This is an optimization exercise on Yosys and OpenROAD, whose aim is small area, a short achievable clock period and few clock cycles, not a production implementation.
The RTL was checked by simulation tests, not by an equivalence proof against the original design.
Power and IR drop assume default switching activity.

## flow/design.v (module list and top-level ports; edited modules follow where they fit)
// module Milestone1: 178 lines
// module csc_r: 156 lines
// module csc_g: 168 lines
// module csc_b: 139 lines
// module interp_tree: 132 lines
module Milestone1(
	 input logic Clock,
	 input logic resetn,
	 input logic start,
	 input logic  [15:0] SRAM_read_data,
	 output logic [15:0] SRAM_write_data,
	 output logic done,
	 output logic SRAM_we_n,
	 output logic [17:0] SRAM_address
);
  // ...
==> flow/flow/run.sh <==
#!/bin/bash
# The standard layout (standard.sh) with three changes:
#  - timing repair aims MARGIN ns below the clock period (SETUP_SLACK_MARGIN);
#  - the port buffers are buf_2 cells (the default picks a delay buffer);
#  - after the standard synthesis, flow/polarity.py removes inverters around
#    full adders (a full adder with all inputs and outputs inverted is the
#    same full adder); registers are untouched.
set -euo pipefail
MARGIN=${MARGIN:-7.8}
sed -e "s/SETUP_SLACK_MARGIN=[0-9.]*/SETUP_SLACK_MARGIN=$MARGIN/" \
    -e "s/CLKGATE_MAP_FILE= /CLKGATE_MAP_FILE= 'BUFFER_PORTS_ARGS=-buffer_cell sky130_fd_sc_hd__buf_2' /" \
    standard.sh > standard_margin.sh
grep -q "BUFFER_PORTS_ARGS" standard_margin.sh
grep -q "SETUP_SLACK_MARGIN=$MARGIN" standard_margin.sh
bash standard_margin.sh synth > synth.log 2>&1
RES=orfs/results/${FLOW_PLATFORM}/Milestone1/base
cp $RES/1_2_yosys.v 1_2_yosys.orig.v
python3 flow/polarity.py 1_2_yosys.orig.v $RES/1_2_yosys.v > polarity.log 2>&1
rm -f $RES/1_synth.odb $RES/1_synth.sdc
bash standard_margin.sh > layout.log 2>&1
==> flow/flow/polarity.py <==
#!/usr/bin/env python3
"""Removes inverters around full adders in a mapped sky130 netlist.

A full adder is self-dual: FA(~a, ~b, ~c) = (~sum, ~cout). Yosys' adder
extraction often leaves inverters on full-adder inputs and outputs; this
pass chooses, per full adder, whether to use it "flipped" (inverted inputs
and outputs) so that as few inverters as possible remain, then rewrites the
netlist. Registers and all other cells are untouched; the logic function of
every register input and output port is unchanged.

usage: polarity.py in.v out.v
"""
import re, sys, random

OUT_PINS = {"X", "Y", "Q", "Q_N", "SUM", "COUT", "HI", "LO"}
FA_IN = ("A", "B", "CIN")
INV = "sky130_fd_sc_hd__inv_1"

src = open(sys.argv[1]).read()
cell_re = re.compile(r"^  (sky130_fd_sc_hd__\w+) (\\\S+ |\S+) \((.*?)\n  \);\n", re.S | re.M)
pin_re = re.compile(r"\.(\w+)\(([^()]*)\)")

cells = []   # [type, name, [(pin, net)], span]
for m in cell_re.finditer(src):
    pins = [(p, n.strip()) for p, n in pin_re.findall(m.group(3))]
    cells.append([m.group(1), m.group(2), pins, m.span()])

# module ports: never rename or remove the nets they are on
hdr = src[:cells[0][3][0]]
ports = set()
for m in re.finditer(r"^\s*(input|output)\s*(\[\d+:\d+\])?\s*(\S+);", hdr, re.M):
    ports.add(m.group(3))
def is_port(net):
    return net.split("[")[0].lstrip("\\").strip() in ports or net.startswith("\\") and net[1:].split("[")[0] in ports

driver = {}
loads = {}
for i, (t, name, pins, _) in enumerate(cells):
    for p, n in pins:
        if p in OUT_PINS:
            driver[n] = (i, p)
        else:
            loads.setdefault(n, []).append((i, p))

# removable inverters: output net internal
removable = set()
for i, (t, name, pins, _) in enumerate(cells):
    if t == INV:
        d = dict(pins)
        if not is_port(d["Y"]) and d["Y"] not in ("1'h0", "1'h1"):
            removable.add(i)

def lit(net, depth=0):
    """(base net, polarity) of a net through removable inverters."""
    if net in driver and driver[net][0] in removable and depth < 50:
        a = dict(cells[driver[net][0]][2])["A"]
        b, p = lit(a, depth + 1)
        return b, p ^ 1
    return net, 0

# consumers of every base net
cons = {}          # base -> list of (cell, pin, r)
for i, (t, name, pins, _) in enumerate(cells):
    if i in removable:
        continue
    for p, n in pins:
        if p in OUT_PINS:
            continue
        b, r = lit(n)
        cons.setdefault(b, []).append((i, p, r))
# ports that are driven through an inverter chain: keep these inverters (skip)
fa = [i for i, c in enumerate(cells) if c[0] == "sky130_fd_sc_hd__fa_1" or c[0].startswith("sky130_fd_sc_hd__fa_")]
faset = set(fa)
flip = {i: 0 for i in fa}

def drv_flip(b):
    if b in driver and driver[b][0] in faset:
        return flip[driver[b][0]]
    return 0

def need_inv(b):
    d = drv_flip(b)
    for (i, p, r) in cons.get(b, []):
        rr = r ^ (flip[i] if (i in faset and p in FA_IN) else 0)
        if rr != d:
            return 1
    return 0

# nets touched by each FA
touch = {}
for i in fa:
    d = dict(cells[i][2])
    s = set()
    for p in FA_IN:
        s.add(lit(d[p])[0])
    s.add(d["SUM"]); s.add(d["COUT"])
    touch[i] = s

base_nets = set(cons.keys())
before = sum(need_inv(b) for b in base_nets)
def greedy():
    improved = True
    rounds = 0
    while improved and rounds < 50:
        improved = False
        rounds += 1
        for i in fa:
            nets = touch[i]
            c0 = sum(need_inv(b) for b in nets)
            flip[i] ^= 1
            c1 = sum(need_inv(b) for b in nets)
            if c1 < c0:
                improved = True
            else:
                flip[i] ^= 1

# greedy descent, then random perturbations (kept when not worse)
greedy()
cur = sum(need_inv(b) for b in base_nets)
rng = random.Random(1)
for it in range(300):
    saved = dict(flip)
    for i in rng.sample(fa, min(len(fa), 4)):
        flip[i] ^= 1
    greedy()
    c = sum(need_inv(b) for b in base_nets)
    if c <= cur:
        cur = c
    else:
        flip.clear(); flip.update(saved)
after = sum(need_inv(b) for b in base_nets)

# rewrite
new_inv = {}    # base -> inverted net name
decls = []
k = [0]
def inv_net(b):
    if b not in new_inv:
        n = f"_polinv_{k[0]}_"
        k[0] += 1
        new_inv[b] = n
        decls.append(f"  wire {n};\n")
    return new_inv[b]

def esc(n):
    return n + " " if n.startswith("\\") else n


out_cells = {}
for i, (t, name, pins, span) in enumerate(cells):
    if i in removable:
        out_cells[i] = ""
        continue
    newpins = []
    for p, n in pins:
        if p in OUT_PINS:
            newpins.append((p, n))
            continue
        b, r = lit(n)
        rr = r ^ (flip[i] if (i in faset and p in FA_IN) else 0)
        d = drv_flip(b)
        newpins.append((p, b if rr == d else inv_net(b)))
    body = ",\n".join(f"    .{p}({esc(n)})" for p, n in newpins)
    out_cells[i] = f"  {t} {name} (\n{body}\n  );\n"

inv_cells = []
for j, (b, n) in enumerate(sorted(new_inv.items(), key=lambda x: x[1])):
    inv_cells.append(f"  {INV} _polinv_cell_{j}_ (\n    .A({esc(b)}),\n    .Y({n})\n  );\n")

res = []
pos = 0
for i, (t, name, pins, span) in enumerate(cells):
    if i == 0:
        res.append(src[pos:span[0]])
        res.extend(decls)
    else:
        res.append(src[pos:span[0]])
    res.append(out_cells[i])
    pos = span[1]
    if i == len(cells) - 1:
        res.extend(inv_cells)
res.append(src[pos:])
open(sys.argv[2], "w").write("".join(res))
print(f"full adders {len(fa)}, flipped {sum(flip.values())}; inverters: {len(removable)} removable,"
      f" needed before {before}, after {after}, written {len(new_inv)}")
==> flow/standard.sh <==
#!/bin/bash
# synth_recipe.tcl (not shown) runs the flow's synth.tcl, then flattens the netlist and writes it again
# the make line also repeats each setting of config.mk as NAME=value (left out here)
make -C /OpenROAD-flow-scripts/flow DESIGN_CONFIG=/design/flow/config.mk WORK_HOME=/design/flow/orfs CLKGATE_MAP_FILE= SYNTH_SCRIPT=/design/flow/synth_recipe.tcl "${@:-finish}"
==> flow/config.mk <==
export PLATFORM = sky130hd
export DESIGN_NAME = Milestone1
export DESIGN_NICKNAME = Milestone1
export VERILOG_FILES = /design/flow/design.v
export SDC_FILE = /design/flow/constraint.sdc
export NUM_CORES = 4
export LEC_CHECK = 0
export CAP_MARGIN = 0
export CORE_MARGIN = 2
export CORE_UTILIZATION = 70
export CTS_CLUSTER_DIAMETER = 90
export CTS_CLUSTER_SIZE = 28
export SETUP_SLACK_MARGIN = 5
export SLEW_MARGIN = 0
==> flow/constraint.sdc <==
create_clock -name core_clock -period 11.0 [get_ports {Clock}]
set_input_delay 2.2000 -clock core_clock [delete_from_list [all_inputs] [get_ports {Clock}]]
set_output_delay 2.2000 -clock core_clock [all_outputs]
set_load 0.01 [all_outputs]
==> results.json, run 1 <==
{
  "setup_viol": 0,
  "signal_buffers": 85,
  "final_common_cell": "fa_1",
  "switching_share_pct": 20.50,
  "startpoint": "we",
  "skew_ns": 0.04344,
  "worstMarginPinSlew_ns": 0.8033,
  "worst_slack_ns": 7.691,
  "ant_nets": 0,
  "die_width_um": 184.8,
  "slew_violations": 0,
  "seq_share_pct": 38.81,
  "cp_top_family": "flip-flops",
  "min_from": "uw4[4]",
  "run_status": "timing/DRC/antenna clean",
  "nets": 2369,
  "coreArea_um2": 32370,
  "clk_pin_slew_ns": 0.11,
  "worstReg2RegEnd": "go[0]",
  "crit_cells": 2,
  "power_leader": "registers",
  "ir_drop_mv": 0.1623,
  "final_cells": 2396,
  "worstHoldEndpoint": "uw3[4]",
  "critical_path_required_ns": 8.80,
  "clock_buffers": 28,
  "flops_and_latches": 387,
  "combinationalPowerShare_pct": 0.5,
  "cp-end-kind": "output port",
  "ys_warn_count": 1,
  "dominant_cells": "multi-input gates",
  "endpoint": "SRAM_we_n",
  "start_kind": "register",
  "p_comb_mw": 0.0110,
  "gr-usage-met3_pct": 2.930,
  "wl_per_cell_um": 21.66,
  "post-route-period-util_pct": 30.08,
  "buffer_area_share_pct": 2.951,
  "crit_type": "register to output port"
}
Testbench counts, summed over its fixed seeds: cycles 1,152,162.
==> run 2: changes to the inputs <==
--- a/flow/config.mk
+++ b/flow/config.mk
@@ -5,10 +5,10 @@
 export SDC_FILE = /design/flow/constraint.sdc
 export NUM_CORES = 4
 export LEC_CHECK = 0
-export CAP_MARGIN = 0
+export CAP_MARGIN = 20
 export CORE_MARGIN = 2
 export CORE_UTILIZATION = 70
 export CTS_CLUSTER_DIAMETER = 90
 export CTS_CLUSTER_SIZE = 28
 export SETUP_SLACK_MARGIN = 5
-export SLEW_MARGIN = 0
+export SLEW_MARGIN = 20
==> run 2 against run 1 <==
Effect of this change: count of clock-buffer cells in the layout did not move; sequential cell count did not move; worst hold slack is the same; non-clock buffer count did not move; global-route usage stayed put; still clean; critical endpoint unchanged; synthesized cell count unchanged; critical path depth unchanged; sequential share of layout area unchanged; core utilization did not move; worst setup slack did not move; via count stayed put.
==> results.json, run 2 <==
{
  "run_status": "timing/DRC/antenna clean",
  "io_buffers": 54,
  "setup_viol": 0,
  "wl_um": 51910,
  "nFillCells": 2111,
  "switchingPower_mw": 0.4641,
  "final_common_cell": "fa_1",
  "internal_power_mw": 1.800,
  "maxCapViolations": 0,
  "switching_share_pct": 20.50,
  "largest_register_ffs": 20,
  "max_freq_ghz": 0.3022,
  "coreArea_um2": 32370,
  "nets": 2369,
  "synth_area_um2": 22880,
  "worstHoldPathType": "register to register",
  "slew_violations": 0,
  "cts_buffer_depth": 3,
  "worst-path-buf-inv": 2,
  "drt_iter0_drc": 862,
  "grt_pass1_vias": 14520,
  "power_density_nw_per_um2": 91.12,
  "combinationalPowerShare_pct": 0.5,
  "ys_warn_count": 1,
  "worstMarginPinSlew_ns": 0.8033,
  "largest_register": "bo",
  "hold_viol_final": 0,
  "p_seq_share_pct": 65.1,
  "fin_tns_setup_ns": 0,
  "clk_pin_slew_ns": 0.11,
  "worst_slack_ns": 7.691,
  "cp-end-kind": "output port",
  "avgSynthCellArea_um2": 12.20,
  "crit_fanout": 2,
  "drive_above_1_share_pct": 16.57,
  "cp_top_family": "flip-flops",
  "clk_latency_ns": 0.56,
  "start_util_pct": 70.69,
  "slew_headroom_pct": 46.45,
  "crit_type": "register to output port",
  "vias": 14130,
  "min_period_ns": 3.309,
  "ant_nets": 0,
  "grt_overflow_total": 0,
  "dp_slack_ns": 6.590,
  "holdWs_ns": 0.4448,
  "cts_tree": "done",
  "start_kind": "register",
  "grt.total_usage_pct": 31.42,
  "clockRootBuffer": "clkbuf_16",
  "wl_per_cell_um": 21.66,
  "power.share.clock_pct": 34.4,
  "crit_slowest_cell": "dfrtp_1",
  "syn_to_final_growth_pct": 8.568,
  "rsz0062_at_grt": "yes",
  "skew_ns": 0.04344,
  "power_mw": 2.264,
  "min_from": "uw4[4]",
  "synthCells": 1876,
  "leakage_nw": 10.26,
  "fp.dieH_um": 184.8,
  "drt_drc_violations_left": 0,
  "most-common-layout-cells": "fa_1, inv_1, ha_1",
  "place_congestion": 0.9432,
  "r2r-start": "by[6]",
  "synth_fp_nets": 2308,
  "ir_drop_mv": 0.1623,
  "ios": 55,
  "critical_path_required_ns": 8.80,
  "grt_max_degree": 74,
  "cts_buffers": 18,
  "first_pass_iters": 5,
  "cts_max_level": 1,
  "grt_pass1_wl_um": 80460,
  "grt_antenna_before_repair": 4,
  "cp.arrival_ns": 1.11,
  "dpl.hpwl_um": 39650,
  "startpoint": "we",
  "via_per_inst": 5.896,
  "post-route-period-util_pct": 30.08,
  "die_width_um": 184.8,
  "cp_cell_sequence": "inv_1 -> buf_2",
  "rows": 66,
  "crit_path_max_incr_delay_ns": 0.40,
  "cts.sinks": 387,
  "dieArea_um2": 34150
}
## run 2: final timing paths
path,end,slack [ns],cells past startpoint
min reg2reg,uw3[4],0.44,0
max reg2reg,go[0],7.84,8
min in group asynchronous,waddr[5],1.78,2
min,uw3[4],0.44,0
max in group asynchronous,odd,8.64,2
max,SRAM_we_n,7.69,2
## run 2: metal layers
| layer | GRT usage (%) | share of wire, % | routed length, um | up-vias |
|---|---|---|---|---|
| met5 | 0 | 0 | 0 | - |
| met4 | 13.43 | 5.0 | 2592 | 0 |
| met3 | 2.930 | 3.8 | 1982 | 109 |
| met2 | 55.19 | 51 | 26370 | 349 |
| met1 | 40.17 | 40 | 20960 | 7134 |
| li1 | - | - | - | 6535 |
## run 2: stage by stage
| step | cells | utilization [%] | area [um2] |
|---|---|---|---|
| 6_report | 2396 | 76.75 | 24850 |
| 5_1_grt | 2395 | 76.74 | 24840 |
| 4_1_cts | 2381 | 75.61 | 24480 |
| 3_5_place_dp | 2334 | 72.97 | 23620 |
| 3_3_place_gp | 2334 | 72.97 | 23620 |
| 2_1_floorplan | 1876 | - | 23000 |
## run 2: power by group through the flow
| stage | Clock [mW] | Combinational (mW) | Sequential (mW) |
|---|---|---|---|
| 2_1_floorplan | 0 | 0.00128 | 1.51 |
| 3_3_place_gp | 0 | 0.0112 | 1.51 |
| 3_5_place_dp | 0 | 0.0113 | 1.51 |
| 4_1_cts | 0.792 | 0.0113 | 1.48 |
| 5_1_grt | 0.835 | 0.0126 | 1.47 |
| 6_report | 0.778 | 0.0110 | 1.47 |
## run 2: area by class of cell
type	instances	area (um2)	share of cell area (%)
antenna	5	12.51	0.05036
clock buffer	28	488.0	1.964
clock inverter	4	57.56	0.2317
inverter	201	773.2	3.112
multi-input combinational	1244	12590	50.66
sequential	387	9642	38.81
tap	442	553.0	2.226
timing repair buffer	85	733.2	2.951
## run 2: worst reg2reg max path, stage by stage (launching register included)
cell and delay [ns]:
dfxtp_4 0.39, buf_4 0.16, fa_2 0.56, fa_1 0.44
fa_1 0.52, fa_1 0.46, ha_4 0.30, nand4_1 0.07
o211ai_1 0.17
## run 2: timing repair
action                     CTS  global route
setup endpoints to repair   70            51
resized for setup           54            63
gates cloned                 0             2
setup buffers               15             8
pin swaps                   14            10
hold buffers                 0             0
==> run 3: changes to the inputs <==
--- a/flow/config.mk
+++ b/flow/config.mk
@@ -8,7 +8,7 @@
 export CAP_MARGIN = 20
 export CORE_MARGIN = 2
 export CORE_UTILIZATION = 70
-export CTS_CLUSTER_DIAMETER = 90
-export CTS_CLUSTER_SIZE = 28
+export CTS_CLUSTER_DIAMETER = 100
+export CTS_CLUSTER_SIZE = 32
 export SETUP_SLACK_MARGIN = 5
 export SLEW_MARGIN = 20
==> run 3 against run 2 <==
Effect of this change: still clean on timing, DRC and antenna; critical endpoint unchanged; power decreased by 1.8%; clock skew decreased by 0.028 ns; area after synthesis unchanged; routed wire length decreased by 0.22%.
==> results.json, run 3 <==
{
  "r2r-start": "by[6]",
  "critical_path_required_ns": 8.80,
  "crit_slowest_cell": "dfrtp_1",
  "grt_max_degree": 74,
  "final_cells": 2394,
  "fp.dieH_um": 184.8,
  "die_width_um": 184.8,
  "maxCapViolations": 0,
  "crit_type": "register to output port",
  "dp_slack_ns": 6.590,
  "place_area_um2": 23620,
  "grt_pass1_wl_um": 79920,
  "power_density_nw_per_um2": 89.63,
  "synth_fp_nets": 2308,
  "grt.total_usage_pct": 31.25,
  "min_from": "uw4[4]",
  "startpoint": "we",
  "min_path_cells": 0,
  "cts_buffers": 16,
  "grt_overflow_total": 0,
  "cts.sinks": 387,
  "worst_slack_ns": 7.707,
  "drt_iter0_drc": 966,
  "worstMarginPinSlew_ns": 0.8224,
  "place_congestion": 0.9432,
  "clk_pin_slew_ns": 0.11,
  "vias": 14100,
  "cts_tree": "done",
  "via_per_inst": 5.888,
  "max_freq_ghz": 0.3037,
  "start_kind": "register",
  "clk_latency_ns": 0.53,
  "slew_headroom_pct": 45.17,
  "cts_buffer_depth": 3,
  "cp.arrival_ns": 1.09,
  "rrSetupSlack_ns": 7.86,
  "drive_above_1_share_pct": 16.49,
  "drt_drc_violations_left": 0,
  "cts_max_level": 1,
  "setup_viol": 0,
  "first_pass_iters": 5,
  "grt_pass1_vias": 14530,
  "io_buffers": 54,
  "final_area_um2": 24810,
  "slew_violations": 0,
  "wl_um": 51790,
  "largest_register": "bo",
  "leakage_nw": 10.25,
  "grt_antenna_before_repair": 6,
  "synthCells": 1876,
  "wl_per_cell_um": 21.63,
  "reg2regPathDepth": 8,
  "cp_cell_sequence": "inv_1 -> buf_2",
  "crit_path_max_incr_delay_ns": 0.40,
  "dieArea_um2": 34150,
  "dpl.hpwl_um": 39650,
  "skew_ns": 0.01559,
  "nets": 2369,
  "start_util_pct": 70.69,
  "avgSynthCellArea_um2": 12.20,
  "worstHoldEndpoint": "uw3[4]",
  "cp-end-kind": "output port",
  "power_mw": 2.224,
  "ios": 55,
  "rsz0062_at_grt": "yes",
  "crit_fanout": 2,
  "nFillCells": 2113,
  "dp.cells": 2334,
  "worstReg2RegEnd": "go[0]",
  "final_common_cell": "fa_1",
  "hold_viol_final": 0,
  "fin_tns_setup_ns": 0,
  "clockRootBuffer": "clkbuf_16",
  "min_period_ns": 3.293,
  "ant_nets": 0,
  "ir_drop_mv": 0.1386,
  "worstHoldPathType": "register to register",
  "coreArea_um2": 32370,
  "rows": 66,
  "syn_to_final_growth_pct": 8.425,
  "synth_area_um2": 22880,
  "run_status": "timing/DRC/antenna clean",
  "post-route-period-util_pct": 29.93,
  "most-common-layout-cells": "fa_1, inv_1, ha_1",
  "largest_register_ffs": 20,
  "ys_warn_count": 1
}
## run 3: worst max-delay path by stage
stage                end  slack [ns]
2_1_floorplan     ip3[8]        7.54
3_3_place_gp      ip3[8]        6.67
3_5_place_dp      ip3[8]        6.59
4_1_cts        SRAM_we_n        7.69
5_1_grt        SRAM_we_n        7.67
6_report       SRAM_we_n        7.71
## run 3: cell type report
class                   instances  area (um2)  share of cell area [%]
multi-input cells            1244       12600                   50.77
clock buffers                  25       455.4                   1.836
flip-flops and latches        387        9635                   38.83
inverters                     201       773.2                   3.116
repair buffers                 87       748.2                   3.015
clock inverters                 3       36.28                  0.1462
diodes                          5       12.51                 0.05043
well taps                     442       553.0                   2.229
## run 3: where the power goes
group	switching [mW]	total [mW]	internal, mW	leakage [nW]
registers	0.0000537	1.48	1.48	3.57
clock network	0.438	0.738	0.300	0.235
logic	0.00743	0.0110	0.00359	6.45
## run 3: repair_timing
item | CTS | global route
endpoints found under the setup margin | 53 | 49
pin swaps | 12 | 12
gates cloned | 0 | 2
setup buffers | 17 | 8
hold endpoints to repair | 0 | 0
hold buffers | 0 | 0
gates resized for setup | 56 | 60
## run 3: worst max-delay path, delay by kind of cell (launching register included)
kind	cells	cell delay [ns]
flip-flops	1	0.40
buffers and inverters	2	0.16
## run 3: routing by layer
metal | track usage (%) | routed length (um) | up-vias
met5 | 0 | 0 | -
met4 | 13.30 | 2556 | 0
met3 | 3.008 | 2244 | 111
met2 | 54.59 | 26210 | 379
met1 | 40.19 | 20790 | 7075
li1 | - | - | 6531
## run 3: metrics by stage
stage	hold WS (ns)	utilization, %
finish	0.4520	76.65
global route	0.4523	76.63
CTS	0.4508	75.51
detailed placement	0.4271	72.97
global placement	0.4240	72.97
floorplan	0.4079	-
==> run 4: changes to the inputs <==
--- a/flow/flow/run.sh
+++ b/flow/flow/run.sh
@@ -6,7 +6,7 @@
 #    full adders (a full adder with all inputs and outputs inverted is the
 #    same full adder); registers are untouched.
 set -euo pipefail
-MARGIN=${MARGIN:-7.8}
+MARGIN=${MARGIN:-7.7}
 sed -e "s/SETUP_SLACK_MARGIN=[0-9.]*/SETUP_SLACK_MARGIN=$MARGIN/" \
     -e "s/CLKGATE_MAP_FILE= /CLKGATE_MAP_FILE= 'BUFFER_PORTS_ARGS=-buffer_cell sky130_fd_sc_hd__buf_2' /" \
     standard.sh > standard_margin.sh
==> run 4 against run 3 <==
Effect of this change: still clean; power about the same; count of clock-buffer cells in the layout rose by 1; sequential power about the same; critical endpoint is now bo[0]; largest power group unchanged.
==> results.json, run 4 <==
{
  "cp_common_cell": "fa_1",
  "post-route-period-util_pct": 30.31,
  "seqCellArea_um2": 9597,
  "clk_pin_slew_ns": 0.12,
  "io_buffers": 54,
  "ios": 55,
  "synthCells": 1876,
  "dieArea_um2": 34150,
  "die_width_um": 184.8,
  "worstMarginPinSlew_ns": 0.9212,
  "synth_area_um2": 22880,
  "clk_latency_ns": 0.53,
  "place_area_um2": 23620,
  "via_per_inst": 5.894,
  "nFillCells": 2181,
  "hold_viol_final": 0,
  "wl_per_cell_um": 21.72,
  "crit_slowest_cell": "fa_1",
  "cts_tree": "done",
  "multi_input_area_um2": 12500,
  "wl_um": 51870,
  "coreArea_um2": 32370,
  "dp.cells": 2336,
  "fp.dieH_um": 184.8,
  "largest_register_ffs": 20,
  "cp.arrival_ns": 3.74,
  "grt_max_degree": 71,
  "slew_headroom_pct": 38.59,
  "cts_buffer_depth": 3,
  "cp_cell_sequence": "clkinvlp_4 -> fa_1 -> fa_1 -> fa_1 -> ha_4 -> a21o_1 -> a21o_1 -> a21oi_2 -> nor2_1 -> a211oi_1 -> o31ai_1",
  "holdWs_ns": 0.4549,
  "crit_type": "register to register",
  "ir_drop_mv": 0.1415,
  "most-common-layout-cells": "fa_1, inv_1, ha_1",
  "final_area_um2": 24460,
  "clockRootBuffer": "clkbuf_16",
  "cts.sinks": 387,
  "drt_drc_violations_left": 0,
  "start_kind": "register",
  "grt_antenna_before_repair": 4,
  "dp_slack_ns": 7.087,
  "largest_register": "bo",
  "grt_overflow_total": 0,
  "dpl.hpwl_um": 40320,
  "drt_iter0_drc": 1007,
  "hold_buffers": 0,
  "setup_viol": 0,
  "grt_pass1_vias": 14830,
  "crit_path_max_incr_delay_ns": 0.57,
  "worst_slack_ns": 7.666,
  "grt.total_usage_pct": 31.79,
  "leakage_nw": 10.19,
  "crit_fanout": 4,
  "final_common_cell": "fa_1",
  "cp-end-kind": "register",
  "ant_nets": 0,
  "rows": 66,
  "synth_fp_nets": 2308,
  "cts_max_level": 1,
  "fin_tns_setup_ns": 0,
  "final_cells": 2388,
  "skew_ns": 0.02758,
  "first_pass_iters": 6,
  "worstHoldPathType": "register to register",
  "critical_path_required_ns": 11.40,
  "max_freq_ghz": 0.2999,
  "power_mw": 2.224,
  "nets": 2367,
  "power_density_nw_per_um2": 90.89,
  "maxCapViolations": 0,
  "place_congestion": 0.9500,
  "min_period_ns": 3.334,
  "avgSynthCellArea_um2": 12.20,
  "vias": 14070,
  "run_status": "timing/DRC/antenna clean",
  "grt_pass1_wl_um": 81410,
  "drive_above_1_share_pct": 14.40,
  "ys_warn_count": 1,
  "start_util_pct": 70.69,
  "rsz0062_at_grt": "yes",
  "cts_buffers": 16,
  "final_util_pct": 75.57,
  "slew_violations": 0,
  "syn_to_final_growth_pct": 6.900
}
run 4: cell types whose count changed in the layout (fill, tap and decap cells not counted), moves of 3 or more:
cell,before,now
diode_2,5,1
ha_4,5,1
inv_2,4,1
dfxtp_2,25,7
ha_1,189,193
a21oi_1,68,71
clkinvlp_4,5,1
dfxtp_1,139,160
inv_1,192,198
buf_2,35,54
buf_6,22,2
dfxtp_4,19,16
run 4: area by class of cell:
class                      count  share of cell area, %
antenna                        1                0.01023
clock buffer                  26                  1.877
clock inverter                 2                 0.1483
inverter                     201                  3.099
multi-input combinational   1244                  51.09
sequential                   387                  39.23
tap                          442                  2.261
timing repair buffer          85                  2.281
run 4: final timing paths:
check / slack, ns / cells after the start / startpoint / endpoint
setup / recovery: 7.67 / 11 / bu[7] / bo[0]
hold / removal: 0.45 / 0 / vw5[5] / vw4[5]
setup reg to reg: 7.67 / 11 / bu[7] / bo[0]
hold reg to reg: 0.45 / 0 / vw5[5] / vw4[5]
max in group asynchronous: 8.64 / 2 / resetn / ph[2]
min in group asynchronous: 1.80 / 2 / resetn / waddr[4]
run 4: timing repair:
| item | 4_1_cts | 5_1_grt |
|---|---|---|
| hold endpoints to repair | 0 | 0 |
| resized for setup | 31 | 21 |
| setup endpoints to repair | 19 | 20 |
| buffers inserted | 7 | 16 |
| pin swaps | 5 | 9 |
run 4: power by group:
part	internal [mW]	switching, mW	leakage [nW]
combinational	0.00359	0.00723	6.39
clock	0.301	0.436	0.237
sequential	1.48	0.0000759	3.56
total	1.78	0.443	10.2
run 4: routing by layer:
layer / up-vias / wire (um) / track usage [%]
li1: 6510 / - / -
met1: 7028 / 20880 / 40.73
met2: 411 / 26140 / 56.03
met3: 125 / 2468 / 3.008
met4: 0 / 2379 / 12.86
met5: - / 0 / 0
run 4: critical path, delay by kind of cell, from the launching register on:
family,cells,cell delay [ns]
AND/OR/NAND/NOR,1,0.06
flip-flops,1,0.41
adder cells (fa/ha/maj),4,1.77
AO/OA/AOI/OAI,5,0.83
buffers and inverters,1,0.14
==> run 5: changes to the inputs <==
--- a/flow/flow/run.sh
+++ b/flow/flow/run.sh
@@ -6,9 +6,9 @@
 #    full adders (a full adder with all inputs and outputs inverted is the
 #    same full adder); registers are untouched.
 set -euo pipefail
-MARGIN=${MARGIN:-7.7}
+MARGIN=${MARGIN:-7.8}
 sed -e "s/SETUP_SLACK_MARGIN=[0-9.]*/SETUP_SLACK_MARGIN=$MARGIN/" \
-    -e "s/CLKGATE_MAP_FILE= /CLKGATE_MAP_FILE= 'BUFFER_PORTS_ARGS=-buffer_cell sky130_fd_sc_hd__buf_2' /" \
+    -e "s/CLKGATE_MAP_FILE= /CLKGATE_MAP_FILE= 'BUFFER_PORTS_ARGS=-buffer_cell sky130_fd_sc_hd__buf_2' 'CTS_ARGS=-sink_clustering_enable -repair_clock_nets -sink_clustering_size 28 -sink_clustering_max_diameter 90 -distance_between_buffers 500 -branching_point_buffers_distance 500' /" \
     standard.sh > standard_margin.sh
 grep -q "BUFFER_PORTS_ARGS" standard_margin.sh
 grep -q "SETUP_SLACK_MARGIN=$MARGIN" standard_margin.sh
--- a/flow/config.mk
+++ b/flow/config.mk
@@ -8,7 +8,7 @@
 export CAP_MARGIN = 20
 export CORE_MARGIN = 2
 export CORE_UTILIZATION = 70
-export CTS_CLUSTER_DIAMETER = 100
-export CTS_CLUSTER_SIZE = 32
+export CTS_CLUSTER_DIAMETER = 90
+export CTS_CLUSTER_SIZE = 28
 export SETUP_SLACK_MARGIN = 5
 export SLEW_MARGIN = 20
==> run 5 against run 4 <==
Effect of this change: sequential power hardly changed; worst hold slack worse by 0.010 ns; routed wire length hardly changed; largest cell class unchanged; power is 1.8% higher; critical path type is now register to output port; highest routed layer unchanged; global-route usage down 0.37 points.
==> results.json, run 5 <==
{
  "run_status": "timing/DRC/antenna clean",
  "final_common_cell": "fa_1",
  "drt_iter0_drc": 862,
  "rsz0062_at_grt": "yes",
  "avgSynthCellArea_um2": 12.20,
  "cts_buffer_depth": 3,
  "reg2regPathDepth": 8,
  "cp.arrival_ns": 1.11,
  "use_met1_pct": 40.17,
  "grt.total_usage_pct": 31.42,
  "use_met2_pct": 55.19,
  "worstReg2RegEnd": "go[0]",
  "wl_per_cell_um": 21.66,
  "top_usage_layer": "met2",
  "dpl.hpwl_um": 39650,
  "cts.sinks": 387,
  "clk_pin_slew_ns": 0.11,
  "start_kind": "register",
  "syn_to_final_growth_pct": 8.568,
  "largest_register_ffs": 20,
  "ys_warn_count": 1,
  "power_mw": 2.264,
  "rrSetupSlack_ns": 7.84,
  "slew_headroom_pct": 46.45,
  "grt_antenna_before_repair": 4,
  "drt_drc_violations_left": 0,
  "io_buffers": 54,
  "critical_path_required_ns": 8.80,
  "wl_um": 51910,
  "start_util_pct": 70.69,
  "clk_latency_ns": 0.56,
  "switchingPower_mw": 0.4641,
  "cts_buffers": 18,
  "worstHoldEndpoint": "uw3[4]",
  "max_freq_ghz": 0.3022,
  "first_pass_iters": 5,
  "cts_tree": "done",
  "clockRootBuffer": "clkbuf_16",
  "crit_fanout": 2,
  "dieArea_um2": 34150,
  "post-route-period-util_pct": 30.08,
  "p_seq_share_pct": 65.1,
  "grt_pass1_vias": 14520,
  "worstMarginPinSlew_ns": 0.8033,
  "grt_overflow_total": 0,
  "cp-end-kind": "output port",
  "coreArea_um2": 32370,
  "grt_pass1_wl_um": 80460,
  "hold_viol_final": 0,
  "internal_power_mw": 1.800,
  "cts_max_level": 1,
  "min_period_ns": 3.309,
  "power.share.clock_pct": 34.4,
  "via_per_inst": 5.896,
  "ios": 55,
  "place_congestion": 0.9432,
  "fin_tns_setup_ns": 0,
  "die_width_um": 184.8,
  "power_density_nw_per_um2": 91.12,
  "worstHoldPathType": "register to register",
  "fp.dieH_um": 184.8,
  "synth_area_um2": 22880,
  "skew_ns": 0.04344,
  "ir_drop_mv": 0.1623,
  "grt_max_degree": 74,
  "setup_viol": 0,
  "min_path_cells": 0,
  "largest_register": "bo",
  "synthCells": 1876,
  "synth_fp_nets": 2308,
  "slew_violations": 0,
  "ant_nets": 0,
  "most-common-layout-cells": "fa_1, inv_1, ha_1",
  "min_from": "uw4[4]",
  "nets": 2369,
  "vias": 14130,
  "rows": 66,
  "leakage_nw": 10.26,
  "drive_above_1_share_pct": 16.57,
  "gr-usage-met3_pct": 2.930,
  "switching_share_pct": 20.50,
  "maxCapViolations": 0,
  "crit_type": "register to output port",
  "combinationalPowerShare_pct": 0.5,
  "r2r-start": "by[6]"
}
run 5: power by group through the flow:
stage / registers [mW] / clock network, mW / logic (mW)
2_1_floorplan: 1.51 / 0 / 0.00128
3_3_place_gp: 1.51 / 0 / 0.0112
3_5_place_dp: 1.51 / 0 / 0.0113
4_1_cts: 1.48 / 0.792 / 0.0113
5_1_grt: 1.47 / 0.835 / 0.0126
6_report: 1.47 / 0.778 / 0.0110
run 5: what timing repair did:
action                                  4_1_cts  5_1_grt
pin swaps                                    14       10
cloned                                        0        2
hold buffers                                  0        0
endpoints found under the hold margin         0        0
resized for setup                            54       63
buffers inserted                             15        8
endpoints found under the setup margin       70       51
run 5: worst max path at each step:
stage,startpoint,end
finish,we,SRAM_we_n
global route,we,SRAM_we_n
CTS,we,SRAM_we_n
detailed placement,ph[2],ip3[8]
global placement,ph[2],ip3[8]
floorplan,ph[2],ip3[8]
run 5: per-stage QoR:
step	hold WS (ns)	setup slack, ns	area [um2]	cells	util, %
floorplan	0.4079	7.541	23000	1876	-
global placement	0.4240	6.668	23620	2334	72.97
detailed placement	0.4271	6.590	23620	2334	72.97
CTS	0.4503	7.659	24480	2381	75.61
global route	0.4470	7.649	24840	2395	76.74
finish	0.4448	7.691	24850	2396	76.75
run 5: per-layer routing:
layer / vias up / share of wire (%)
met5: - / 0
met4: 0 / 5.0
met3: 109 / 3.8
met2: 349 / 51
met1: 7134 / 40
li1: 6535 / -
run 5: layout make-up:
cell class / count / area (um2)
Antenna cell: 5 / 12.51
Clock inverter: 4 / 57.56
Fill cell: 2111 / 7526
Inverter: 201 / 773.2
Multi-Input combinational cell: 1244 / 12590
Clock buffer: 28 / 488.0
Timing Repair Buffer: 85 / 733.2
Sequential cell: 387 / 9642
Tap cell: 442 / 553.0
run 5: worst max-delay path: stages (launching register included):
cell and delay (ns):
dfrtp_1 0.40, inv_1 0.05, buf_2 0.11
==> run 6: changes to the inputs <==
--- a/flow/flow/run.sh
+++ b/flow/flow/run.sh
@@ -8,7 +8,7 @@
 set -euo pipefail
 MARGIN=${MARGIN:-7.8}
 sed -e "s/SETUP_SLACK_MARGIN=[0-9.]*/SETUP_SLACK_MARGIN=$MARGIN/" \
-    -e "s/CLKGATE_MAP_FILE= /CLKGATE_MAP_FILE= 'BUFFER_PORTS_ARGS=-buffer_cell sky130_fd_sc_hd__buf_2' 'CTS_ARGS=-sink_clustering_enable -repair_clock_nets -sink_clustering_size 28 -sink_clustering_max_diameter 90 -distance_between_buffers 500 -branching_point_buffers_distance 500' /" \
+    -e "s/CLKGATE_MAP_FILE= /CLKGATE_MAP_FILE= 'BUFFER_PORTS_ARGS=-buffer_cell sky130_fd_sc_hd__buf_2' 'CTS_ARGS=-sink_clustering_enable -repair_clock_nets -sink_clustering_size 28 -sink_clustering_max_diameter 90 -sink_clustering_levels 1' /" \
     standard.sh > standard_margin.sh
 grep -q "BUFFER_PORTS_ARGS" standard_margin.sh
 grep -q "SETUP_SLACK_MARGIN=$MARGIN" standard_margin.sh
==> run 6 against run 5 <==
Effect of this change: still clean on timing, DRC and antenna; clock skew stayed put; clock power hardly changed; critical path depth stayed put; synthesized cell count stayed put; routed wire length stayed put; sequential power hardly changed; worst hold slack stayed put; sequential share of layout area stayed put; die area stayed put; global-route usage stayed put; sequential cell count stayed put; non-clock buffer count stayed put; critical path type unchanged; largest cell class unchanged.
==> results.json, run 6 <==
{
  "worst_slack_ns": 7.691,
  "leakage_nw": 10.26,
  "dieArea_um2": 34150,
  "crit_type": "register to output port",
  "post-route-period-util_pct": 30.08,
  "worstMarginPinSlew_ns": 0.8033,
  "start_util_pct": 70.69,
  "grt_antenna_before_repair": 4,
  "cp-end-kind": "output port",
  "vias": 14130,
  "largest_register": "bo",
  "clk_latency_ns": 0.56,
  "skew_ns": 0.04344,
  "cts_buffers": 18,
  "nets": 2369,
  "most-common-layout-cells": "fa_1, inv_1, ha_1",
  "power_density_nw_per_um2": 91.12,
  "slew_headroom_pct": 46.45,
  "grt_overflow_total": 0,
  "hold_buffers": 0,
  "grt_pass1_vias": 14520,
  "clockRootBuffer": "clkbuf_16",
  "rsz0062_at_grt": "yes",
  "drt_drc_violations_left": 0,
  "die_width_um": 184.8,
  "slew_violations": 0,
  "cts.sinks": 387,
  "wl_per_cell_um": 21.66,
  "setup_viol": 0,
  "ys_warn_count": 1,
  "min_period_ns": 3.309,
  "cts_max_level": 1,
  "drt_iter0_drc": 862,
  "worstHoldPathType": "register to register",
  "synth_area_um2": 22880,
  "ant_nets": 0,
  "max_freq_ghz": 0.3022,
  "clk_pin_slew_ns": 0.11,
  "cts_tree": "done",
  "cp.arrival_ns": 1.11,
  "fp.dieH_um": 184.8,
  "dp_slack_ns": 6.590,
  "maxCapViolations": 0,
  "hold_viol_final": 0,
  "coreArea_um2": 32370,
  "grt_pass1_wl_um": 80460,
  "avgSynthCellArea_um2": 12.20,
  "run_status": "timing/DRC/antenna clean",
  "syn_to_final_growth_pct": 8.568,
  "critical_path_required_ns": 8.80,
  "start_kind": "register",
  "grt_max_degree": 74,
  "grt.total_usage_pct": 31.42,
  "drive_above_1_share_pct": 16.57,
  "final_common_cell": "fa_1",
  "via_per_inst": 5.896,
  "synth_fp_nets": 2308,
  "synthCells": 1876,
  "first_pass_iters": 5,
  "crit_fanout": 2,
  "largest_register_ffs": 20,
  "power_mw": 2.264,
  "wl_um": 51910,
  "ir_drop_mv": 0.1623,
  "cts_buffer_depth": 3,
  "ios": 55,
  "place_congestion": 0.9432,
  "dpl.hpwl_um": 39650,
  "rows": 66,
  "io_buffers": 54,
  "fin_tns_setup_ns": 0
}
==> run 6: report_power, final <==
group          total, mW  internal [mW]  switching (mW)
registers           1.47           1.47       0.0000545
clock network      0.778          0.322           0.457
logic             0.0110        0.00359         0.00744
==> run 6: per-layer routing <==
| layer | global-route usage (%) | vias up | part of all wire (%) |
|---|---|---|---|
| met5 | 0 | - | 0 |
| met4 | 13.43 | 0 | 5.0 |
| met3 | 2.930 | 109 | 3.8 |
| met2 | 55.19 | 349 | 51 |
| met1 | 40.17 | 7134 | 40 |
| li1 | - | 6535 | - |
==> run 6: worst paths after layout <==
kind                            cells past startpoint   start  slack [ns]         to
worst max-delay path                                2      we        7.69  SRAM_we_n
worst min register to register                      0  uw4[4]        0.44     uw3[4]
max in group asynchronous                           2  resetn        8.64        odd
min in group asynchronous                           2  resetn        1.78   waddr[5]
worst max register to register                      8   by[6]        7.84      go[0]
worst min-delay path                                0  uw4[4]        0.44     uw3[4]
==> run 6: worst max-delay path, cell delays in order (launching register included) <==
cell and delay, ns:
dfrtp_1 0.40, inv_1 0.05, buf_2 0.11
==> run 6: per-stage QoR <==
stage          instance area [um2]  util [%]  std cells  hold WS, ns
3_3_place_gp                 23620     72.97       2334       0.4240
5_1_grt                      24840     76.74       2395       0.4470
2_1_floorplan                23000         -       1876       0.4079
6_report                     24850     76.75       2396       0.4448
3_5_place_dp                 23620     72.97       2334       0.4271
4_1_cts                      24480     75.61       2381       0.4503
==> run 6: area by class of cell <==
class / count / area, um2
tap: 442 / 553.0
sequential: 387 / 9642
fill: 2111 / 7526
clock buffer: 28 / 488.0
clock inverter: 4 / 57.56
timing repair buffer: 85 / 733.2
inverter: 201 / 773.2
multi-input combinational: 1244 / 12590
antenna: 5 / 12.51
==> run 6: timing repair <==
| item | CTS | global route |
|---|---|---|
| gates cloned | 0 | 2 |
| setup buffers | 15 | 8 |
| gates resized for setup | 54 | 63 |
| pin swaps | 14 | 10 |
| endpoints found under the setup margin | 70 | 51 |
==> run 7: changes to the inputs <==
--- a/flow/flow/run.sh
+++ b/flow/flow/run.sh
@@ -8,7 +8,7 @@
 set -euo pipefail
 MARGIN=${MARGIN:-7.8}
 sed -e "s/SETUP_SLACK_MARGIN=[0-9.]*/SETUP_SLACK_MARGIN=$MARGIN/" \
-    -e "s/CLKGATE_MAP_FILE= /CLKGATE_MAP_FILE= 'BUFFER_PORTS_ARGS=-buffer_cell sky130_fd_sc_hd__buf_2' 'CTS_ARGS=-sink_clustering_enable -repair_clock_nets -sink_clustering_size 28 -sink_clustering_max_diameter 90 -sink_clustering_levels 1' /" \
+    -e "s/CLKGATE_MAP_FILE= /CLKGATE_MAP_FILE= 'BUFFER_PORTS_ARGS=-buffer_cell sky130_fd_sc_hd__buf_2' 'CTS_ARGS=-sink_clustering_enable -repair_clock_nets -sink_clustering_size 28 -sink_clustering_max_diameter 90 -dont_use_dummy_load' /" \
     standard.sh > standard_margin.sh
 grep -q "BUFFER_PORTS_ARGS" standard_margin.sh
 grep -q "SETUP_SLACK_MARGIN=$MARGIN" standard_margin.sh
==> run 7 against run 6 <==
Effect of this change: largest cell class unchanged; critical path type unchanged; global-route usage is 0.10 points lower; clock skew grew 0.037 ns; core utilization decreased by 0.38 points; still clean.
==> results.json, run 7 <==
{
  "min_path_cells": 0,
  "start_util_pct": 70.69,
  "avgSynthCellArea_um2": 12.20,
  "cp-end-kind": "output port",
  "ir_drop_mv": 0.1483,
  "run_status": "timing/DRC/antenna clean",
  "hold_viol_final": 0,
  "worst-path-buf-inv": 2,
  "ios": 55,
  "worstHoldPathType": "register to register",
  "dpl.hpwl_um": 39650,
  "setup_viol": 0,
  "clk_latency_ns": 0.55,
  "grt_pass1_vias": 14490,
  "final_area_um2": 24720,
  "cts_tree": "done",
  "power.share.clock_pct": 32.6,
  "grt.total_usage_pct": 31.31,
  "max_freq_ghz": 0.3024,
  "grt_max_degree": 74,
  "grt_overflow_total": 0,
  "nFillCells": 2134,
  "rows": 66,
  "vias": 14080,
  "p_seq_share_pct": 66.9,
  "cts_buffers": 18,
  "cp_cell_sequence": "inv_1 -> buf_2",
  "worstMarginPinSlew_ns": 0.8212,
  "largest_register": "bo",
  "drive_above_1_share_pct": 16.40,
  "power_density_nw_per_um2": 89.11,
  "switchingPower_mw": 0.4300,
  "slew_violations": 0,
  "cts_max_level": 1,
  "dp.cells": 2334,
  "crit_slowest_cell": "dfrtp_1",
  "most-common-layout-cells": "fa_1, inv_1, ha_1",
  "min_from": "vw5[7]",
  "synth_fp_nets": 2308,
  "wl_um": 51780,
  "fin_tns_setup_ns": 0,
  "io_buffers": 54,
  "critical_path_required_ns": 8.80,
  "clockRootBuffer": "clkbuf_16",
  "slew_headroom_pct": 45.26,
  "maxCapViolations": 0,
  "worstReg2RegEnd": "go[0]",
  "wl_per_cell_um": 21.70,
  "switching_share_pct": 19.52,
  "grt_pass1_wl_um": 80130,
  "fp.dieH_um": 184.8,
  "dieArea_um2": 34150,
  "worstHoldEndpoint": "vw4[7]",
  "rrSetupSlack_ns": 7.81,
  "skew_ns": 0.08005,
  "hold_buffers": 0,
  "ant_nets": 0,
  "coreArea_um2": 32370,
  "nets": 2373,
  "crit_fanout": 2,
  "cp_top_family": "flip-flops",
  "crit_type": "register to output port",
  "syn_to_final_growth_pct": 8.026,
  "final_common_cell": "fa_1",
  "crit_path_max_incr_delay_ns": 0.40,
  "die_width_um": 184.8,
  "min_period_ns": 3.307,
  "first_pass_iters": 7,
  "power_mw": 2.203,
  "cts_buffer_depth": 3,
  "ys_warn_count": 1,
  "combinationalPowerShare_pct": 0.5,
  "grt_antenna_before_repair": 6,
  "crit_cells": 2,
  "post-route-period-util_pct": 30.06,
  "reg2regPathDepth": 13,
  "synthCells": 1876,
  "place_area_um2": 23620,
  "largest_register_ffs": 20,
  "r2r-start": "by[7]",
  "synth_area_um2": 22880,
  "final_cells": 2386,
  "via_per_inst": 5.902,
  "rsz0062_at_grt": "yes",
  "cp.arrival_ns": 1.11,
  "clk_pin_slew_ns": 0.11,
  "drt_drc_violations_left": 0,
  "cts.sinks": 387,
  "start_kind": "register",
  "leakage_nw": 10.22,
  "place_congestion": 0.9432,
  "internal_power_mw": 1.773,
  "drt_iter0_drc": 906
}
## run 7: layout make-up
type | instances | area [um2] | share of cell area [%]
Antenna cell | 5 | 12.51 | 0.05061
Inverter | 201 | 773.2 | 3.128
Tap cell | 442 | 553.0 | 2.237
Clock buffer | 18 | 450.4 | 1.822
Timing Repair Buffer | 89 | 706.9 | 2.860
Multi-Input combinational cell | 1244 | 12590 | 50.92
Sequential cell | 387 | 9637 | 38.98
## run 7: stage by stage
stage	worst slack [ns]	utilization [%]	hold WS [ns]
2_1_floorplan	7.541	-	0.4079
3_3_place_gp	6.668	72.97	0.4240
3_5_place_dp	6.590	72.97	0.4271
4_1_cts	7.662	75.36	0.4247
5_1_grt	7.652	76.36	0.4190
6_report	7.693	76.37	0.4218
## run 7: what timing repair did
item | CTS | global route
pin swaps | 16 | 11
buffers inserted | 17 | 10
setup endpoints to repair | 67 | 44
hold endpoints to repair | 0 | 0
cloned | 0 | 2
resized for setup | 54 | 50
## run 7: metal layers
layer | part of all wire (%) | wire length, um | global-route usage [%] | up-vias
met4 | 4.5 | 2340 | 12.79 | 0
met5 | 0 | 0 | 0 | -
met3 | 4.0 | 2050 | 2.654 | 97
met1 | 40 | 20880 | 40.07 | 7066
li1 | - | - | - | 6526
met2 | 51 | 26510 | 55.45 | 394
## run 7: how the worst max path moves through the flow
stage | from | to | slack [ns]
after floorplan | ph[2] | ip3[8] | 7.54
after global placement | ph[2] | ip3[8] | 6.67
after detailed placement | ph[2] | ip3[8] | 6.59
after CTS | we | SRAM_we_n | 7.66
after global routing | we | SRAM_we_n | 7.65
final | we | SRAM_we_n | 7.69
## run 7: power groups by stage
stage               combinational [mW]  sequential (mW)  clock (mW)
detailed placement              0.0113             1.51           0
global placement                0.0112             1.51           0
global route                    0.0126             1.47       0.775
CTS                             0.0113             1.48       0.731
finish                          0.0109             1.47       0.718
floorplan                      0.00128             1.51           0
==> run 8: changes to the inputs <==
--- a/flow/flow/run.sh
+++ b/flow/flow/run.sh
@@ -8,7 +8,7 @@
 set -euo pipefail
 MARGIN=${MARGIN:-7.8}
 sed -e "s/SETUP_SLACK_MARGIN=[0-9.]*/SETUP_SLACK_MARGIN=$MARGIN/" \
-    -e "s/CLKGATE_MAP_FILE= /CLKGATE_MAP_FILE= 'BUFFER_PORTS_ARGS=-buffer_cell sky130_fd_sc_hd__buf_2' 'CTS_ARGS=-sink_clustering_enable -repair_clock_nets -sink_clustering_size 28 -sink_clustering_max_diameter 90 -dont_use_dummy_load' /" \
+    -e "s/CLKGATE_MAP_FILE= /CLKGATE_MAP_FILE= 'BUFFER_PORTS_ARGS=-buffer_cell sky130_fd_sc_hd__buf_2' 'CTS_ARGS=-sink_clustering_enable -repair_clock_nets -sink_clustering_size 32 -sink_clustering_max_diameter 100 -dont_use_dummy_load' /" \
     standard.sh > standard_margin.sh
 grep -q "BUFFER_PORTS_ARGS" standard_margin.sh
 grep -q "SETUP_SLACK_MARGIN=$MARGIN" standard_margin.sh
--- a/flow/config.mk
+++ b/flow/config.mk
@@ -8,7 +8,7 @@
 export CAP_MARGIN = 20
 export CORE_MARGIN = 2
 export CORE_UTILIZATION = 70
-export CTS_CLUSTER_DIAMETER = 90
-export CTS_CLUSTER_SIZE = 28
+export CTS_CLUSTER_DIAMETER = 100
+export CTS_CLUSTER_SIZE = 32
 export SETUP_SLACK_MARGIN = 5
 export SLEW_MARGIN = 20
==> run 8 against run 7 <==
Effect of this change: critical path type unchanged; cell count fell by 0.25%; highest routed layer unchanged; sequential power barely moved; worst setup slack better by 0.035 ns; still clean; synthesized cell count stayed put; largest power group unchanged; die area is the same.
==> results.json, run 8 <==
{
  "run_status": "timing/DRC/antenna clean",
  "cts_buffers": 16,
  "avgSynthCellArea_um2": 12.20,
  "drt_drc_violations_left": 0,
  "wl_per_cell_um": 21.73,
  "nFillCells": 2129,
  "largest_register": "bo",
  "rsz0062_at_grt": "yes",
  "drt_iter0_drc": 851,
  "cp_top_family": "flip-flops",
  "wl_um": 51710,
  "final_common_cell": "fa_1",
  "die_width_um": 184.8,
  "start_kind": "register",
  "coreArea_um2": 32370,
  "nets": 2368,
  "ys_warn_count": 1,
  "cts_buffer_depth": 3,
  "vias": 14090,
  "crit_slowest_cell": "dfrtp_1",
  "cts_tree": "done",
  "clk_pin_slew_ns": 0.12,
  "first_pass_iters": 5,
  "grt_overflow_total": 0,
  "start_util_pct": 70.69,
  "setup_viol": 0,
  "largest_register_ffs": 20,
  "skew_ns": 0.04043,
  "ant_nets": 0,
  "grt_antenna_before_repair": 7,
  "grt_pass1_wl_um": 79830,
  "grt.total_usage_pct": 31.21,
  "crit_fanout": 2,
  "io_buffers": 54,
  "ios": 55,
  "power_density_nw_per_um2": 87.66,
  "slew_violations": 0,
  "slew_headroom_pct": 45.95,
  "worstHoldPathType": "register to register",
  "post-route-period-util_pct": 29.74,
  "final_util_pct": 76.19,
  "leakage_nw": 10.20,
  "place_congestion": 0.9432,
  "crit_type": "register to output port",
  "maxCapViolations": 0,
  "most-common-layout-cells": "fa_1, inv_1, ha_1",
  "dieArea_um2": 34150,
  "grt_max_degree": 74,
  "cts_max_level": 1,
  "rows": 66,
  "dpl.hpwl_um": 39650,
  "cp-end-kind": "output port",
  "synthCells": 1876,
  "clk_latency_ns": 0.53,
  "min_period_ns": 3.272,
  "via_per_inst": 5.920,
  "cp.arrival_ns": 1.07,
  "syn_to_final_growth_pct": 7.775,
  "synth_area_um2": 22880,
  "hold_viol_final": 0,
  "fin_tns_setup_ns": 0,
  "critical_path_required_ns": 8.80,
  "fp.dieH_um": 184.8,
  "worst-path-buf-inv": 2,
  "drive_above_1_share_pct": 16.34,
  "grt_pass1_vias": 14560,
  "crit_path_max_incr_delay_ns": 0.40,
  "max_freq_ghz": 0.3057,
  "synth_fp_nets": 2308,
  "worstMarginPinSlew_ns": 0.8108,
  "clockRootBuffer": "clkbuf_16",
  "cts.sinks": 387,
  "ir_drop_mv": 0.1375,
  "cp_cell_sequence": "inv_1 -> buf_2"
}
## run 8: power by group
| group | switching, mW | internal (mW) | total, mW |
|---|---|---|---|
| registers | 0.0000538 | 1.47 | 1.48 |
| logic | 0.00742 | 0.00359 | 0.0110 |
| clock network | 0.411 | 0.265 | 0.676 |
## run 8: cell type report
class                           count  area (um2)  share of cell area [%]
Clock buffer                       16       400.4                   1.623
Tap cell                          442       553.0                   2.242
Multi-Input combinational cell   1244       12590                   51.05
Inverter                          201       773.2                   3.135
Antenna cell                        4       10.01                 0.04058
Sequential cell                   387        9633                   39.06
Timing Repair Buffer               86       703.2                   2.851
## run 8: metrics by stage
step                      area (um2)  hold WS [ns]  cells  worst slack [ns]  power (mW)
after global placement         23620        0.4240   2334             6.668       1.522
after floorplan                23000        0.4079   1876             7.541       1.513
after CTS                      24380        0.4227   2368             7.703       2.180
final                          24660        0.4234   2380             7.728       2.162
after detailed placement       23620        0.4271   2334             6.590       1.523
after global routing           24660        0.4217   2380             7.681       2.224
## run 8: what timing repair did
action	4_1_cts	5_1_grt
hold buffers	0	0
cloned	0	2
setup buffers	18	6
pin swaps	18	7
gates resized for setup	59	50
endpoints found under the setup margin	51	41
## run 8: worst paths after layout
check / to / from / depth (start not counted) / slack (ns)
setup / recovery: SRAM_we_n / we / 2 / 7.73
hold / removal: vw4[7] / vw5[7] / 0 / 0.42
setup reg to reg: go[0] / by[6] / 8 / 7.81
hold reg to reg: vw4[7] / vw5[7] / 0 / 0.42
max in group asynchronous: odd / resetn / 2 / 8.61
min in group asynchronous: waddr[3] / resetn / 2 / 1.82
## run 8: layer usage
layer / wire length (um) / global-route usage, %
met5: 0 / 0
met3: 2210 / 3.185
met4: 2517 / 14.63
met1: 20940 / 39.97
met2: 26040 / 53.93
==> run 9: changes to the inputs <==
--- a/flow/flow/run.sh
+++ b/flow/flow/run.sh
@@ -1,7 +1,8 @@
 #!/bin/bash
-# The standard layout (standard.sh) with three changes:
+# The standard layout (standard.sh) with four changes:
 #  - timing repair aims MARGIN ns below the clock period (SETUP_SLACK_MARGIN);
 #  - the port buffers are buf_2 cells (the default picks a delay buffer);
+#  - clock tree synthesis with the flow's own arguments plus -dont_use_dummy_load;
 #  - after the standard synthesis, flow/polarity.py removes inverters around
 #    full adders (a full adder with all inputs and outputs inverted is the
 #    same full adder); registers are untouched.
==> run 9 against run 8 <==
Effect of this change: cell count stayed put; register-to-register slack hardly changed; clock power hardly changed; critical path type unchanged; critical endpoint unchanged; largest cell class unchanged; largest power group unchanged.
==> results.json, run 9 <==
{
  "dieArea_um2": 34150,
  "grt_pass1_wl_um": 79830,
  "syn_to_final_growth_pct": 7.775,
  "cts_buffer_depth": 3,
  "most-common-layout-cells": "fa_1, inv_1, ha_1",
  "drt_drc_violations_left": 0,
  "fin_tns_setup_ns": 0,
  "dp.cells": 2334,
  "nets": 2368,
  "power_density_nw_per_um2": 87.66,
  "worstMarginPinSlew_ns": 0.8108,
  "crit_type": "register to output port",
  "avgSynthCellArea_um2": 12.20,
  "setup_viol": 0,
  "place_congestion": 0.9432,
  "synthCells": 1876,
  "ios": 55,
  "rrSetupSlack_ns": 7.81,
  "grt_max_degree": 74,
  "hold_buffers": 0,
  "largest_register_ffs": 20,
  "maxCapViolations": 0,
  "rsz0062_at_grt": "yes",
  "final_cells": 2380,
  "ys_warn_count": 1,
  "hold_viol_final": 0,
  "max_freq_ghz": 0.3057,
  "drt_iter0_drc": 851,
  "min_period_ns": 3.272,
  "grt.total_usage_pct": 31.21,
  "slew_headroom_pct": 45.95,
  "cts_max_level": 1,
  "cts.sinks": 387,
  "vias": 14090,
  "via_per_inst": 5.920,
  "die_width_um": 184.8,
  "critical_path_required_ns": 8.80,
  "clk_latency_ns": 0.53,
  "grt_antenna_before_repair": 7,
  "start_kind": "register",
  "cts_tree": "done",
  "drive_above_1_share_pct": 16.34,
  "run_status": "timing/DRC/antenna clean",
  "ant_nets": 0,
  "wl_um": 51710,
  "clk_pin_slew_ns": 0.12,
  "clockRootBuffer": "clkbuf_16",
  "dpl.hpwl_um": 39650,
  "worstHoldPathType": "register to register",
  "cp-end-kind": "output port",
  "cts_buffers": 16,
  "synth_fp_nets": 2308,
  "io_buffers": 54,
  "rows": 66,
  "synth_area_um2": 22880,
  "wl_per_cell_um": 21.73,
  "post-route-period-util_pct": 29.74,
  "leakage_nw": 10.20,
  "final_common_cell": "fa_1",
  "skew_ns": 0.04043,
  "grt_overflow_total": 0,
  "cp.arrival_ns": 1.07,
  "crit_fanout": 2,
  "start_util_pct": 70.69,
  "ir_drop_mv": 0.1375,
  "largest_register": "bo",
  "first_pass_iters": 5,
  "grt_pass1_vias": 14560,
  "fp.dieH_um": 184.8,
  "coreArea_um2": 32370,
  "slew_violations": 0
}
==> run 9: final timing paths <==
kind,from,to,depth (start not counted)
worst min register to register,vw5[7],vw4[7],0
min in group asynchronous,resetn,waddr[3],2
worst min-delay path,vw5[7],vw4[7],0
max in group asynchronous,resetn,odd,2
worst max register to register,by[6],go[0],8
worst max-delay path,we,SRAM_we_n,2
==> run 9: final cells by class <==
type | instances | area [um2]
inverters | 201 | 773.2
fillers | 2129 | 7707
clock buffers | 16 | 400.4
multi-input cells | 1244 | 12590
well taps | 442 | 553.0
repair buffers | 86 | 703.2
flip-flops and latches | 387 | 9633
diodes | 4 | 10.01
==> run 9: repair_timing <==
action,CTS,global route
pin swaps,18,7
setup buffers,18,6
gates cloned,0,2
gates resized for setup,59,50
setup endpoints to repair,51,41
==> run 9: metal layers <==
| layer | part of all wire, % | up-vias | track usage (%) |
|---|---|---|---|
| li1 | - | 6513 | - |
| met1 | 40 | 7049 | 39.97 |
| met2 | 50 | 423 | 53.93 |
| met5 | 0 | - | 0 |
| met3 | 4.3 | 105 | 3.185 |
| met4 | 4.9 | 0 | 14.63 |
==> run 9: per-stage QoR <==
stage | instance area [um2] | hold slack [ns] | total power, mW | util, % | worst slack, ns
2_1_floorplan | 23000 | 0.4079 | 1.513 | - | 7.541
3_3_place_gp | 23620 | 0.4240 | 1.522 | 72.97 | 6.668
4_1_cts | 24380 | 0.4227 | 2.180 | 75.31 | 7.703
6_report | 24660 | 0.4234 | 2.162 | 76.19 | 7.728
3_5_place_dp | 23620 | 0.4271 | 1.523 | 72.97 | 6.590
5_1_grt | 24660 | 0.4217 | 2.224 | 76.19 | 7.681
==> run 9: critical path, stage by stage, from the launching register on <==
cell,delay (ns)
dfrtp_1,0.40
inv_1,0.05
buf_2,0.11
==> run 9: where the power goes <==
group	switching (mW)	total [mW]	internal [mW]
Combinational	0.00742	0.0110	0.00359
Sequential	0.0000538	1.48	1.47
Clock	0.411	0.676	0.265
Total	0.419	2.16	1.74

re-timing with driven ports:
The flow's constraints put no driver on any port. The routed layouts listed below were extracted and timed again, unchanged, in two steps. Step 1 assumes that a clkbuf_16 drives the clock port and a buf_2 every other input. Step 2 moves the port delays by t, midway between the first and last clock arrival at a register: inputs arrive t later, outputs are due t later. That takes back most of the time a late clock gives input paths. Slacks: ideal / step 1 / step 2; pairs: ideal / step 1.
| run | shift t [ns] | slack for setup (ns) | worst hold slack (ns) | clock arrival spread, ns | worst slew at a driven data input, ns |
|---|---|---|---|---|---|
| run 1 | 0.587 | 7.691 / 7.638 / 7.841 | 0.445 / 0.445 / 0.445 | 0.047 / 0.047 | 0.18 |
| run 2 | 0.587 | 7.691 / 7.638 / 7.841 | 0.445 / 0.445 / 0.445 | 0.047 / 0.047 | 0.18 |
| run 3 | 0.572 | 7.707 / 7.656 / 7.856 | 0.452 / 0.452 / 0.452 | 0.021 / 0.020 | 0.18 |
| run 4 | 0.569 | 7.666 / 7.666 / 7.666 | 0.455 / 0.455 / 0.455 | 0.032 / 0.032 | 0.13 |
| run 5 | 0.587 | 7.691 / 7.638 / 7.841 | 0.445 / 0.445 / 0.445 | 0.047 / 0.047 | 0.18 |
| run 6 | 0.587 | 7.691 / 7.638 / 7.841 | 0.445 / 0.445 / 0.445 | 0.047 / 0.047 | 0.18 |
| run 7 | 0.566 | 7.693 / 7.640 / 7.815 | 0.422 / 0.422 / 0.422 | 0.081 / 0.081 | 0.16 |
| run 8 | 0.557 | 7.728 / 7.676 / 7.810 | 0.423 / 0.423 / 0.423 | 0.041 / 0.041 | 0.14 |
| run 9 | 0.557 | 7.728 / 7.676 / 7.810 | 0.423 / 0.423 / 0.423 | 0.041 / 0.041 | 0.14 |
After both steps setup and hold are still met in every run listed.
